Context: an optimization exercise on an open-source flow, tuned for small area and a short achievable clock period. The choices shown serve that exercise and are no tape-out recipe.
Where RTL was checked, it was by simulation tests only, not by an equivalence proof against the original.
The RTL of run 2 was laid out without a check of its function.
Power figures rest on the tool's default switching activity, not on a simulated workload.

==> design.v <==
module Control(
    input  [5:0] opcode,
    output reg RegDst, Branch, MemRead, MemtoReg,
    output reg [1:0] ALUOp,
    output reg MemWrite, ALUSrc, RegWrite
);
    always @(*) begin
        case (opcode)
            6'b000000: begin  
                RegDst   = 1;
                ALUSrc   = 0;
                MemtoReg = 0;
                RegWrite = 1;
                MemRead  = 0;
                MemWrite = 0;
                Branch   = 0;
                ALUOp    = 2'b10;
            end
            6'b100011: begin  
                RegDst   = 0;
                ALUSrc   = 1;
                MemtoReg = 1;
                RegWrite = 1;
                MemRead  = 1;
                MemWrite = 0;
                Branch   = 0;
                ALUOp    = 2'b00;
            end
            6'b101011: begin  
                RegDst   = 0;
                ALUSrc   = 1;
                MemtoReg = 0;
                RegWrite = 0;
                MemRead  = 0;
                MemWrite = 1;
                Branch   = 0;
                ALUOp    = 2'b00;
            end
            6'b000100: begin  
                RegDst   = 0;
                ALUSrc   = 0;
                MemtoReg = 0;
                RegWrite = 0;
                MemRead  = 0;
                MemWrite = 0;
                Branch   = 1;
                ALUOp    = 2'b01;
            end
            default: begin
                RegDst   = 0;
                ALUSrc   = 0;
                MemtoReg = 0;
                RegWrite = 0;
                MemRead  = 0;
                MemWrite = 0;
                Branch   = 0;
                ALUOp    = 2'b00;
            end
        endcase
    end
endmodule
module ALUControl(
    input  [1:0] ALUOp,
    input  [5:0] funct,
    output reg [3:0] ALUControl
);
    always @(*) begin
        casex ({ALUOp, funct})
            8'b10_100000: ALUControl = 4'b0010;  
            8'b10_100010: ALUControl = 4'b0110;  
            8'b10_100100: ALUControl = 4'b0000;  
            8'b10_100101: ALUControl = 4'b0001;  
            8'b10_101010: ALUControl = 4'b0111;  
            8'b00_xxxxxx: ALUControl = 4'b0010;  
            8'b01_xxxxxx: ALUControl = 4'b0110;  
            default:      ALUControl = 4'b0000;
        endcase
    end
endmodule
module ALU(
    input  [31:0] A,
    input  [31:0] B,
    input  [3:0]  ALUControl,
    output reg [31:0] Result,
    output Zero
);
    assign Zero = (Result == 0);
    always @(*) begin
        case (ALUControl)
            4'b0010: Result = A + B;            
            4'b0110: Result = A - B;            
            4'b0000: Result = A & B;            
            4'b0001: Result = A | B;            
            4'b0111: Result = (A < B) ? 1 : 0;  
            default: Result = 0;
        endcase
    end
endmodule
`timescale 1ns / 1ps
module Get_Instruction(
    input  [31:0] instruction,
    output [5:0] opcode,
    output reg [4:0] rs,
    output reg [4:0] rt,
    output reg [4:0] rd,
    output reg [4:0] shamt,
    output reg [5:0] funct,
    output reg [15:0] immediate,
    output reg isRtype,
    output reg isItype
);
assign opcode = instruction[31:26];
always @(*) begin
    if (opcode == 6'b000000) begin 
        isRtype   = 1'b1;
        isItype   = 1'b0;
        rs        = instruction[25:21];
        rt        = instruction[20:16];
        rd        = instruction[15:11];
        shamt     = instruction[10:6];
        funct     = instruction[5:0];
        immediate = 16'b0;
    end else begin
        isRtype   = 1'b0;
        isItype   = 1'b1;
        rs        = instruction[25:21];
        rt        = instruction[20:16];
        immediate = instruction[15:0];
        rd        = 5'b0;
        shamt     = 5'b0;
        funct     = 6'b0;
    end
end
endmodule 
`timescale 1ns / 1ps
module getoperands(
    output [31:0] operand1,
    output [31:0] operand2,
    input  [4:0] rs,
    input  [4:0] rt,
    input  [4:0] rd,
    input  [31:0] write_data,
    input  RegDst,
    input  RegWrite,
    input  ALUSrc,           
    input  clk
);
    reg [31:0] registers [0:31];
    wire [4:0] write_reg = (RegDst == 1) ? rd : rt;
    assign operand1 = (rs == 5'd0) ? 32'd0 : registers[rs];
    assign operand2 = (ALUSrc == 1) ? 32'd0 : ((rt == 5'd0) ? 32'd0 : registers[rt]);
    always @(posedge clk) begin
        if (RegWrite && write_reg != 5'd0)
            registers[write_reg] <= write_data;
    end
endmodule
module branch_datapath (
    input  wire [31:0] PC,
    input  wire [31:0] reg1,
    input  wire [31:0] reg2,
    input  wire [15:0] imm,
    input  wire        Branch,
    output wire [31:0] nextPC,
    output wire        Zero,
    output wire        BranchTaken
);
    wire [31:0] PC_plus4;
    wire [31:0] imm_ext;
    wire [31:0] imm_shift;
    wire [31:0] branch_addr;
    wire [31:0] alu_result;
    assign PC_plus4   = PC + 32'd4;
    assign imm_ext    = {{16{imm[15]}}, imm};
    assign imm_shift  = imm_ext << 2;
    assign branch_addr = PC_plus4 + imm_shift;
    assign alu_result = reg1 - reg2;
    assign Zero       = (alu_result == 32'd0);
    assign BranchTaken = Branch & Zero;
    assign nextPC     = BranchTaken ? branch_addr : PC_plus4;
endmodule
module mips_core (
    input  wire        clk,
    input  wire        reset,
    output wire [31:0] imem_addr,
    input  wire [31:0] imem_data,
    output wire [31:0] dmem_addr,
    output wire [31:0] dmem_wdata,
    output wire        dmem_we,
    output wire        dmem_re,
    input  wire [31:0] dmem_rdata
);
    reg  [31:0] PC;
    wire [31:0] nextPC;
    wire [5:0]  opcode, funct;
    wire [4:0]  rs, rt, rd, shamt;
    wire [15:0] immediate;
    wire        isRtype, isItype;
    wire RegDst, Branch, MemRead, MemtoReg, MemWrite, ALUSrc, RegWrite;
    wire [1:0]  ALUOp;
    wire [3:0]  ALUCtl;
    wire [31:0] reg1, reg2, alu_b, alu_result, write_back;
    wire        alu_zero, br_zero, br_taken;
    always @(posedge clk or posedge reset) begin
        if (reset)
            PC <= 32'b0;
        else
            PC <= nextPC;
    end
    assign imem_addr = PC;
    Get_Instruction GI (
        .instruction(imem_data),
        .opcode(opcode),
        .rs(rs),
        .rt(rt),
        .rd(rd),
        .shamt(shamt),
        .funct(funct),
        .immediate(immediate),
        .isRtype(isRtype),
        .isItype(isItype)
    );
    Control CTRL (
        .opcode(opcode),
        .RegDst(RegDst),
        .Branch(Branch),
        .MemRead(MemRead),
        .MemtoReg(MemtoReg),
        .ALUOp(ALUOp),
        .MemWrite(MemWrite),
        .ALUSrc(ALUSrc),
        .RegWrite(RegWrite)
    );
    ALUControl ALUCTRL (
        .ALUOp(ALUOp),
        .funct(funct),
        .ALUControl(ALUCtl)
    );
    getoperands RF (
        .operand1(reg1),
        .operand2(reg2),
        .rs(rs),
        .rt(rt),
        .rd(rd),
        .write_data(write_back),
        .RegDst(RegDst),
        .RegWrite(RegWrite),
        .ALUSrc(1'b0),
        .clk(clk)
    );
    assign alu_b = ALUSrc ? {{16{immediate[15]}}, immediate} : reg2;
    ALU ALU0 (
        .A(reg1),
        .B(alu_b),
        .ALUControl(ALUCtl),
        .Result(alu_result),
        .Zero(alu_zero)
    );
    branch_datapath BD (
        .PC(PC),
        .reg1(reg1),
        .reg2(reg2),
        .imm(immediate),
        .Branch(Branch),
        .nextPC(nextPC),
        .Zero(br_zero),
        .BranchTaken(br_taken)
    );
    assign dmem_addr  = alu_result;
    assign dmem_wdata = reg2;
    assign dmem_we    = MemWrite;
    assign dmem_re    = MemRead;
    assign write_back = MemtoReg ? dmem_rdata : alu_result;
endmodule
==> run.sh <==
#!/bin/bash
# synth_recipe.tcl (not shown) runs the flow's synth.tcl, then flattens the netlist and writes it again
# the make line also repeats each setting of config.mk as NAME=value (left out here)
make -C /OpenROAD-flow-scripts/flow DESIGN_CONFIG=/design/flow/config.mk WORK_HOME=/design/flow/orfs CLKGATE_MAP_FILE= SYNTH_SCRIPT=/design/flow/synth_recipe.tcl finish
==> config.mk <==
export PLATFORM = sky130hd
export DESIGN_NAME = mips_core
export DESIGN_NICKNAME = mips_core
export VERILOG_FILES = /design/flow/design.v
export SDC_FILE = /design/flow/constraint.sdc
export NUM_CORES = 4
export LEC_CHECK = 0
export CAP_MARGIN = 20
export CORE_MARGIN = 2
export CORE_UTILIZATION = 45
export PLACE_DENSITY = 0.6
export SLEW_MARGIN = 20
==> constraint.sdc <==
create_clock -name core_clock -period 10.0 [get_ports {clk}]
set_input_delay 2.0000 -clock core_clock [delete_from_list [all_inputs] [get_ports {clk}]]
set_output_delay 2.0000 -clock core_clock [all_outputs]
set_load 0.01 [all_outputs]
==> qor_table.md, run 1 <==
| Group | Quantity | Reported |
|:---|:---|:---|
| setup path | Critical setup path kind | in2out |
| clock tree | Total of hold buffers inserted after clock tree synthesis | 0 |
| sta | Relative max-transition margin | 25.5% |
| sta | Timing-limited maximum frequency | 0.103 GHz |
| clock tree | Sink Count | 1,054 |
| detailed routing | Total Routed Length | 182 mm |
| setup path | CP startpoint | imem_data[16] |
| synthesis | Number of flops mapped to enable cells by yosys | 1,024 |
| sta | Actual slew at the worst max-slew pin | 1120 ps |
| cells and area | Fraction of final layout cells with drive strength greater than 1 | 30.8% |
| power | Part of the power in registers | 43.7% |
| setup path | Reg-to-reg critical path startpoint | RF.registers[10][0] |
| die | Standard-cell rows | 131 |
| synthesis | Part of the Yosys area used for sequential elements | 54.8% |
| sta | Sum Neg Setup Slack | 0 ps |
| sta | Slew Viols, Final | 0 |
| detailed routing | Residual antenna-violating net count after detailed routing | 0 |
| setup path | Worst Setup End Kind | output pin |
| synthesis | Synth warn | 6 |
| power | Leakage | 23.2 nW |
| power | Relative contribution of the clock network to total power | 33.3% |
| power | Proportion of power drawn by combinational gates | 23.0% |
| sta | Final cycle utilization of the critical path | 97.4% |
| synthesis | Most common library cells after synthesis | edfxtp_1, mux4_2, nor2_1 |
| setup path | CP dominant cell by count | buf_4 |
| power | Total power density per cell area | 184 nW/um2 |
| job | Count of maximum capacitance violations | 0 |
| min path | Class of the tightest hold or removal check | reg2reg |
| grt | Global-route congestion overflow total | 0 |
| detailed routing | Total vias in the final route | 37,300 |
| sta | Worst clock skew | 29.9 ps |
| power | Maximum ir drop on the vdd rail | 0.135 mV |
| grt | Vias in the first global route | 36,700 |
| power | Sw Pwr | 3.49 mW |
| detailed routing | Via density | 6.51 |
| sta | Final critical path time including I/O delays and setup | 9740 ps |
| sta | Fin. Hold Viols | 0 |
| clock tree | Source-to-sink clock delay at the later pin of the worst-skew pair | 720 ps |
| grt | Wire length of the first global-routing pass | 259 mm |
| grt | Met2 Track Usage GR | 42.7% |
| synthesis | Post-synthesis async set-or-reset flop share | 2.85% |
| synthesis | Gate count after technology mapping | 3,592 |
| place | # port buffers | 161 |
| clock tree | CTS Buffer Depth | 3 |
| place | Cell Area, Placed | 63,300 um2 |
| clock tree | Maximum level of the CTS H-tree | 3 |
| grt | Antenna violations before repair | 2 |
| synthesis | Synth area leaders | edfxtp_1, mux4_2, ha_1 |
| grt | Global-route met3 utilization | 4.83% |
| synthesis | Area share of the largest cell type after synthesis | 53.5% |
| sta | Setup Viol. Count Final | 0 |
| place | Weighted congestion at the end of routability-driven global placement | 0.934 |
| die | Chip Width | 361 um |
| synthesis | Count of distinct cell types in the synthesized netlist | 80 |
| detailed routing | Routed wire length per instance | 31.8 um |
| setup path | Maximum single-stage delay on the critical path | 550 ps |
| clock tree | CTS tree | yes |
| die | Initial Util | 45.2% |
| setup path | Required arrival time at the worst endpoint | 8000 ps |
| synthesis | Synth Cell Area | 57,500 um2 |
| cells and area | Fin nets | 4,210 |
| detailed routing | DRC | 0 |
| setup path | Top fanout value on the critical path | 11 |
| grt | Global routing's busiest layer | met2 |
| setup path | Data arrival, critical path | 7740 ps |
| synthesis | Number of flip-flops and latches in the synthesized netlist | 1,054 |
| die | Die outline area | 131,000 um2 |
| die | IO Pins | 164 |
| grt | Maximum number of pins on one net before global-route repair | 84 |
| setup path | Buffering stage count on the worst path with inverters included | 6 |
| min path | Critical hold path startpoint | PC[31] |
| detailed routing | Detailed router's first-iteration violation count | 4,527 |
| setup path | Family of cells with the greatest summed delay on the critical path | compound AO/OA/AOI/OAI gates |
| die | Vertical die dimension | 361 um |
| setup path | CP max stage cell | clkdlybuf4s50_1 |
| synthesis | Largest area contributor in the netlist | edfxtp_1 |
| synthesis | Ys flop type | edfxtp_1 |
| clock tree | Number of buffers inserted during clock tree synthesis | 113 |
| outcome | Outcome | complete, no violations |
| setup path | Launching element type of the critical path | primary input |
| synthesis | Post-synthesis average cell area | 16.0 um2 |
| clock tree | Clk Tree Root Cell | clkbuf_16 |
| grt | Met1 demand-to-capacity share in global routing | 40.2% |
| power | Cell-internal power | 8.90 mW |
| detailed routing | Drt pass-1 iters | 6 |
| power | Net switching share of the total power | 28.1% |
| cells and area | Final instance area | 67,200 um2 |
| cells and area | Layout overhead on the synthesized area | 16.9% |
| synthesis | Most numerous cell in the Yosys netlist | edfxtp_1 |
| clock tree | Clk slew on worst S/H paths | 60 ps |
| die | Standard cell core area | 127,000 um2 |
| place | Detail Placement HPWL | 110 mm |
| grt | GR Util All Layers | 27.7% |
## state kept, by name, indices dropped and copies added, names as in the netlist
| signal | count |
|---|---|
| RF.registers | 1024 |
| PC | 30 |
## layout by cell type (no fill, tap or decap), types with 24 or more instances in the layout
cell	Yosys	layout
buf_12	0	29
o21bai_1	29	28
mux4_2	614	614
edfxtp_1	1024	1024
a21oi_1	147	142
dfrtp_1	30	30
mux2i_1	40	40
nor2_4	0	32
a21o_1	75	75
mux2_2	49	49
nand3_1	65	65
nor3_1	27	25
inv_1	157	156
o21ai_0	92	86
ha_1	159	157
conb_1	1	34
clkdlybuf4s50_1	0	150
clkbuf_16	0	116
nand2b_1	81	80
nor2_1	188	152
buf_4	2	278
xnor2_1	55	55
clkinv_1	0	24
nand2_1	154	154
nor2b_1	25	25
## cells by family (layout without fill, tap and decap cells)
kind of cell / Yosys count / in the layout / synth area share (%)
AOI/OAI and AO/OA: 538 / 538 / 6.24
muxes: 711 / 711 / 25.9
DFF: 1054 / 1054 / 54.8
adders and majority gates: 162 / 162 / 3.56
xor gates and xnor gates: 69 / 69 / 1.06
and+or+nand+nor: 667 / 667 / 5.77
buffers and inverters: 390 / 839 / 2.67
other: 1 / 35 / 0.00652
## per-layer routing
metal	part of all wire (%)	wire, um
met5	0.0055	10
met4	3.7	6660
met3	9.5	17300
met2	46	83000
met1	41	75300
## per-stage QoR
| step | hold WS, ps | total power, mW | setup WS [ps] | utilization [%] | cells |
|---|---|---|---|---|---|
| after floorplan | 630 | 7.15 | -5.47 | - | 3625 |
| after global placement | 589 | 8.27 | -218 | 49.7 | 5514 |
| after detailed placement | 596 | 8.30 | -186 | 49.7 | 5514 |
| after CTS | 608 | 12.4 | 11.1 | 52.6 | 5722 |
| after global routing | 637 | 12.8 | -2.19 | 52.9 | 5736 |
| final | 600 | 12.4 | 256 | 52.9 | 5737 |
## worst paths after layout
check	to	slack [ps]	depth (start not counted)
hold reg to reg	PC[31]	600	2
min in group asynchronous	PC[20]	1680	2
setup reg to reg	RF.registers[2][28]	3690	25
setup / recovery	dmem_addr[28]	260	27
hold / removal	PC[31]	600	2
max in group asynchronous	PC[14]	7930	2
## area by class of cell
type | instances | area [um2]
clock buffer | 135 | 2930
clock inverter | 72 | 662
timing repair buffer | 475 | 4510
fill | 10300 | 59900
antenna | 1 | 2.50
tap | 1662 | 2080
sequential | 1054 | 31500
inverter | 157 | 589
multi-input combinational | 2181 | 25000
## timing repair
action | CTS | global route
gates resized for setup | 9 | 44
pin swaps | 0 | 10
setup buffers | 0 | 12
gates cloned | 1 | 2
setup endpoints to repair | 3 | 14
endpoints found under the hold margin | 0 | 0
## tightest hold or removal path: cells and delay by family (launching register included)
family | cells | cell delay [ps]
flops | 1 | 360
xor+xnor | 2 | 210
## power by group through the flow
stage | combinational (mW) | sequential [mW] | clock [mW]
2_1_floorplan | 1.65 | 5.50 | 0
3_3_place_gp | 2.76 | 5.51 | 0
3_5_place_dp | 2.79 | 5.51 | 0
4_1_cts | 2.81 | 5.42 | 4.16
5_1_grt | 3.08 | 5.42 | 4.33
6_report | 2.85 | 5.42 | 4.12
==> inputs of run 2 (changes only) <==
==> design.v (replaced) <==
module mips_core (
    input  wire        clk,
    input  wire        reset,
    output wire [31:0] imem_addr,
    input  wire [31:0] imem_data,
    output wire [31:0] dmem_addr,
    output wire [31:0] dmem_wdata,
    output wire        dmem_we,
    output wire        dmem_re,
    input  wire [31:0] dmem_rdata
);
    reg  [31:2] pc;
    assign imem_addr = {pc, 2'b00};
    wire [5:0]  op  = imem_data[31:26];
    wire [4:0]  rs  = imem_data[25:21];
    wire [4:0]  rt  = imem_data[20:16];
    wire [4:0]  rd  = imem_data[15:11];
    wire [5:0]  fn  = imem_data[5:0];
    wire [15:0] imm = imem_data[15:0];
    wire [31:0] sext = {{16{imm[15]}}, imm};
    wire is_r   = (op == 6'h00);
    wire is_lw  = (op == 6'h23);
    wire is_sw  = (op == 6'h2b);
    wire is_beq = (op == 6'h04);
    wire [31:0] q [0:31];
    assign q[0] = 32'd0;
    wire [4:0]  wreg  = is_r ? rd : rt;
    wire        wen   = is_r | is_lw;
    wire [31:0] wdata;
    genvar g;
    generate
        for (g = 1; g < 32; g = g + 1) begin : regs
            reg [31:0] r;
            always @(posedge clk)
                if (wen && wreg == g)
                    r <= wdata;
            assign q[g] = r;
        end
    endgenerate
    reg [31:0] a, b;
    integer i;
    always @(*) begin
        a = 32'd0;
        b = 32'd0;
        for (i = 1; i < 32; i = i + 1) begin
            a = a | ({32{rs == i}} & q[i]);
            b = b | ({32{rt == i}} & q[i]);
        end
    end
    assign dmem_addr  = a + sext;
    assign dmem_wdata = b;
    assign dmem_we    = is_sw;
    assign dmem_re    = is_lw;
    wire        f_add = (fn == 6'h20);
    wire        f_sub = (fn == 6'h22);
    wire        f_or  = (fn == 6'h25);
    wire        f_slt = (fn == 6'h2a);
    wire        inv   = f_sub | f_slt;
    wire [32:0] sum   = {1'b0, a} + {1'b0, b ^ {32{inv}}} + {32'd0, inv};
    reg  [31:0] alu;
    always @(*) begin
        if (f_add | f_sub)
            alu = sum[31:0];
        else if (f_or)
            alu = a | b;
        else if (f_slt)
            alu = {31'd0, ~sum[32]};
        else
            alu = a & b;
    end
    assign wdata = is_lw ? dmem_rdata : alu;
    wire [31:2] pc1   = pc + 30'd1;
    wire [31:2] pcbr  = pc1 + sext[29:0];
    wire        taken = is_beq & (a == b);
    always @(posedge clk or posedge reset) begin
        if (reset)
            pc <= 30'd0;
        else
            pc <= taken ? pcbr : pc1;
    end
endmodule
==> qor_table.md, run 2 <==
| Group | Quantity | Reported |
|:---|:---|:---|
| clock tree | CTS Buffer Depth | 3 |
| detailed routing | Drt pass-1 iters | 12 |
| setup path | R2R Path End | regs[4].r[18] |
| clock tree | Clk Tree Root Cell | clkbuf_16 |
| synthesis | Synth area leaders | edfxtp_1, a22oi_1, ha_1 |
| min path | Terminating pin of the worst hold path | pc[2] |
| setup path | CP max stage cell | clkdlybuf4s50_1 |
| synthesis | Most numerous cell in the Yosys netlist | edfxtp_1 |
| sta | Fin. Hold Viols | 0 |
| cells and area | Final instance area | 58,900 um2 |
| grt | Maximum number of pins on one net before global-route repair | 45 |
| cells and area | Total area of sequential cells | 30,500 um2 |
| detailed routing | Detailed router's first-iteration violation count | 11,000 |
| setup path | Family of cells with the greatest summed delay on the critical path | buffers and inverters |
| detailed routing | Routed wire length per instance | 42.8 um |
| place | Weighted congestion at the end of routability-driven global placement | 0.997 |
| clock tree | Source-to-sink clock delay at the later pin of the worst-skew pair | 730 ps |
| setup path | Critical setup path kind | in2out |
| place | Cell Area, Placed | 55,200 um2 |
| synthesis | Post-synthesis average cell area | 12.9 um2 |
| synthesis | Post-synthesis async set-or-reset flop share | 2.94% |
| grt | Vias in the first global route | 40,100 |
| synthesis | Ys flop type | edfxtp_1 |
| cells and area | Top library cells by usage in the layout, fill and taps aside | edfxtp_1, a22oi_1, buf_4, a221oi_1, a22o_1 |
| synthesis | Gate count after technology mapping | 3,838 |
| sta | Worst clock skew | 36.9 ps |
| die | IO Pins | 164 |
| power | Part of the power in registers | 45.2% |
| grt | Global-route congestion overflow total | 0 |
| cells and area | Filler instances | 9,060 |
| cells and area | Area used by multi-input combinational logic | 18,700 um2 |
| synthesis | Count of distinct cell types in the synthesized netlist | 82 |
| place | Placed insts | 5,500 |
| cells and area | Fin nets | 4,375 |
| setup path | Buffering stage count on the worst path with inverters included | 6 |
| detailed routing | DRC | 0 |
| place | Detail Placement HPWL | 148 mm |
| clock tree | Sink Count | 1,022 |
| synthesis | Area share of the largest cell type after synthesis | 60.0% |
| synthesis | Number of flops mapped to enable cells by yosys | 992 |
| synthesis | Number of flip-flops and latches in the synthesized netlist | 1,022 |
| cells and area | Layout overhead on the synthesized area | 18.7% |
| setup path | Top fanout value on the critical path | 10 |
| cells and area | Max FFs per register | 992 |
| synthesis | Part of the Yosys area used for sequential elements | 61.6% |
| power | Cell-internal power | 7.78 mW |
| power | Proportion of power drawn by combinational gates | 17.6% |
| detailed routing | Residual antenna-violating net count after detailed routing | 0 |
| sta | Final critical path time including I/O delays and setup | 9860 ps |
| grt | Wire length of the first global-routing pass | 326 mm |
| power | Maximum ir drop on the vdd rail | 0.171 mV |
| outcome | Outcome | complete, no violations |
| power | Leakage | 20.3 nW |
| min path | Critical hold path startpoint | pc[2] |
| setup path | CP dominant cell by count | buf_4 |
| min path | Class of the tightest hold or removal check | reg2reg |
| setup path | Required arrival time at the worst endpoint | 8000 ps |
| cells and area | Number of non-filler instances in the completed layout | 5,718 |
| synthesis | Most common library cells after synthesis | edfxtp_1, a22oi_1, nor2_1 |
| sta | Timing-limited maximum frequency | 0.101 GHz |
| setup path | Reg-to-reg critical path startpoint | regs[28].r[0] |
| sta | Sum Neg Setup Slack | 0 ps |
| sta | Worst setup margin | 136 ps |
| detailed routing | Total Routed Length | 245 mm |
| sta | Setup repair after global routing missed its margin | false |
| cells and area | Fraction of final layout cells with drive strength greater than 1 | 14.1% |
| grt | Antenna violations before repair | 8 |
| setup path | Cells along the critical path | clkdlybuf4s50_1 -> nand2_2 -> buf_4 -> nor2_4 -> buf_4 -> buf_4 -> a22oi_1 -> nand3_1 -> nor3_1 -> nand2_1 -> ha_1 -> a21oi_1 -> o21ai_0 -> a211o_1 -> a21o_1 -> nor2_1 -> buf_4 -> o2111ai_1 -> a21o_1 -> a21o_1 -> a31oi_1 -> xnor2_1 -> clkdlybuf4s50_1 |
| sta | Actual slew at the worst max-slew pin | 1220 ps |
| die | Die outline area | 113,000 um2 |
| power | Sw Pwr | 2.96 mW |
| synthesis | Synth warn | 1 |
| cells and area | Largest registers in the final layout | regs.r: 992 flops, pc: 30 flops |
| power | Total power density per cell area | 183 nW/um2 |
| place | Post-place setup slack | -6.64 ps |
| die | Initial Util | 45.4% |
| synthesis | Synth Cell Area | 49,600 um2 |
| min path | WHS Path Cells | 1 |
| sta | Relative max-transition margin | 19.0% |
| clock tree | Clk slew on worst S/H paths | 70 ps |
| detailed routing | Total vias in the final route | 43,900 |
| die | Chip Width | 336 um |
| grt | GR Util All Layers | 42.2% |
| power | Relative contribution of the clock network to total power | 37.2% |
| place | # port buffers | 161 |
| setup path | Cell count of the worst reg-to-reg path | 17 |
| sta | Smallest hold slack | 576 ps |
| setup path | Maximum single-stage delay on the critical path | 590 ps |
| setup path | Data arrival, critical path | 7860 ps |
| setup path | Worst Setup End Kind | output pin |
| cells and area | Most common cell after layout, fill and taps aside | edfxtp_1 |
| sta | Setup Viol. Count Final | 0 |
| clock tree | Number of buffers inserted during clock tree synthesis | 106 |
| cells and area | Biggest register | regs.r |
| die | Vertical die dimension | 336 um |
| sta | Final cycle utilization of the critical path | 98.6% |
| detailed routing | Via density | 7.67 |
| job | Count of maximum capacitance violations | 0 |
| die | Standard-cell rows | 121 |
| setup path | Register-to-register setup slack | 4130 ps |
| power | Net switching share of the total power | 27.6% |
| sta | Slew Viols, Final | 0 |
| die | Standard cell core area | 109,000 um2 |
| setup path | Launching element type of the critical path | primary input |
| clock tree | Maximum level of the CTS H-tree | 3 |
| clock tree | CTS tree | yes |
| synthesis | Largest area contributor in the netlist | edfxtp_1 |
run 2: cell types whose count changed after synthesis, moves of 52 or more:
cell      change
a221oi_1    +181
a222oi_1     +52
a22o_1      +190
a22oi_1     +494
inv_1        -55
mux4_2      -613
nand2b_1     -53
nand3_1     +110
nand4_1      +82
run 2: kinds of logic (layout without fill, tap and decap cells):
| group | after synthesis | count (layout) | synth area share, % |
|---|---|---|---|
| simple gates | 830 | 830 | 8.50 |
| other cells | 1 | 9 | 0.00756 |
| mux | 15 | 15 | 0.341 |
| flops | 1022 | 1022 | 61.6 |
| xor+xnor | 135 | 135 | 2.38 |
| fa+ha+maj | 159 | 159 | 4.06 |
| compound gates | 1330 | 1330 | 20.5 |
| buf+inv | 346 | 742 | 2.70 |
run 2: power groups by stage:
stage	clock [mW]	combinational, mW	sequential [mW]
after global placement	0	1.80	4.95
final	3.99	1.89	4.86
after global routing	4.15	1.99	4.86
after CTS	3.98	1.81	4.86
after detailed placement	0	1.81	4.95
after floorplan	0	0.965	4.96
run 2: worst max-delay path by stage:
stage	to	from	depth (start not counted)
6_report	dmem_addr[29]	imem_data[23]	23
5_1_grt	dmem_addr[29]	imem_data[23]	24
4_1_cts	dmem_addr[29]	imem_data[21]	23
3_5_place_dp	dmem_addr[29]	imem_data[21]	23
3_3_place_gp	dmem_addr[29]	imem_data[21]	23
2_1_floorplan	dmem_addr[30]	imem_data[25]	19
run 2: layout make-up:
class	instances	area share (%)
antenna	7	0.0297
clock buffer	126	4.70
clock inverter	67	1.13
inverter	103	0.657
multi-input combinational	2471	31.7
sequential	1022	51.9
tap	1476	3.14
timing repair buffer	446	6.76
run 2: worst register-to-register path, cell delays in order, from the launching register on:
cell	delay [ps]
edfxtp_1	420
mux4_2	490
a32oi_1	200
nand4_1	350
nor2_1	370
a21oi_1	150
fa_1	490
nand2b_1	170
a21boi_0	390
o21ai_0	180
a2111oi_0	470
buf_4	190
nor2_1	70
o21ai_0	240
a21oi_1	120
xnor2_1	140
o21ai_0	150
a21oi_4	860
run 2: repair_timing:
action                     4_1_cts  5_1_grt
setup endpoints to repair        3        9
resized for setup                2        8
setup buffers                    4       13
hold buffers                     0        0
pin swaps                        2        6
run 2: routing by layer:
metal | GRT usage (%) | up-vias | part of all wire, %
met2 | 59.6 | 4950 | 40
met1 | 52.3 | 21000 | 34
met5 | 0.596 | - | 0.067
li1 | - | 16500 | -
met4 | 24.5 | 8 | 8.1
met3 | 20.7 | 1463 | 18
run 2: through the flow:
step           total power, mW  util (%)
2_1_floorplan             5.93         -
3_5_place_dp              6.76      50.6
6_report                  10.7      53.9
5_1_grt                   11.0      53.9
3_3_place_gp              6.75      50.6
4_1_cts                   10.7      53.8

-- static timing again, ports no longer ideal --
The flow's constraints put no driver on any port. The routed layouts listed below were extracted and timed again, unchanged, in two steps. Step 1, drivers: a clkbuf_16 drives clk and a buf_2 each remaining input, both assumed. Step 2, shift: input delay + t, output delay - t, t = (earliest + latest rising clock arrival at the registers) / 2. This alone moves slack from input paths to output paths. a / b / c = no drivers / after step 1 / after step 2; a / b = the first two.
run	t, ns	slack for setup (ns)	latest minus earliest clock arrival (ns)
run 1	0.780	0.256 / 0.187 / 0.187	0.030 / 0.030
run 2	0.784	0.136 / 0.114 / 0.114	0.037 / 0.037
After both steps every run listed still meets setup and hold. The setup slack of run 1, which loses most, moves by -0.069 ns with the drivers and by -0.069 ns with both steps.
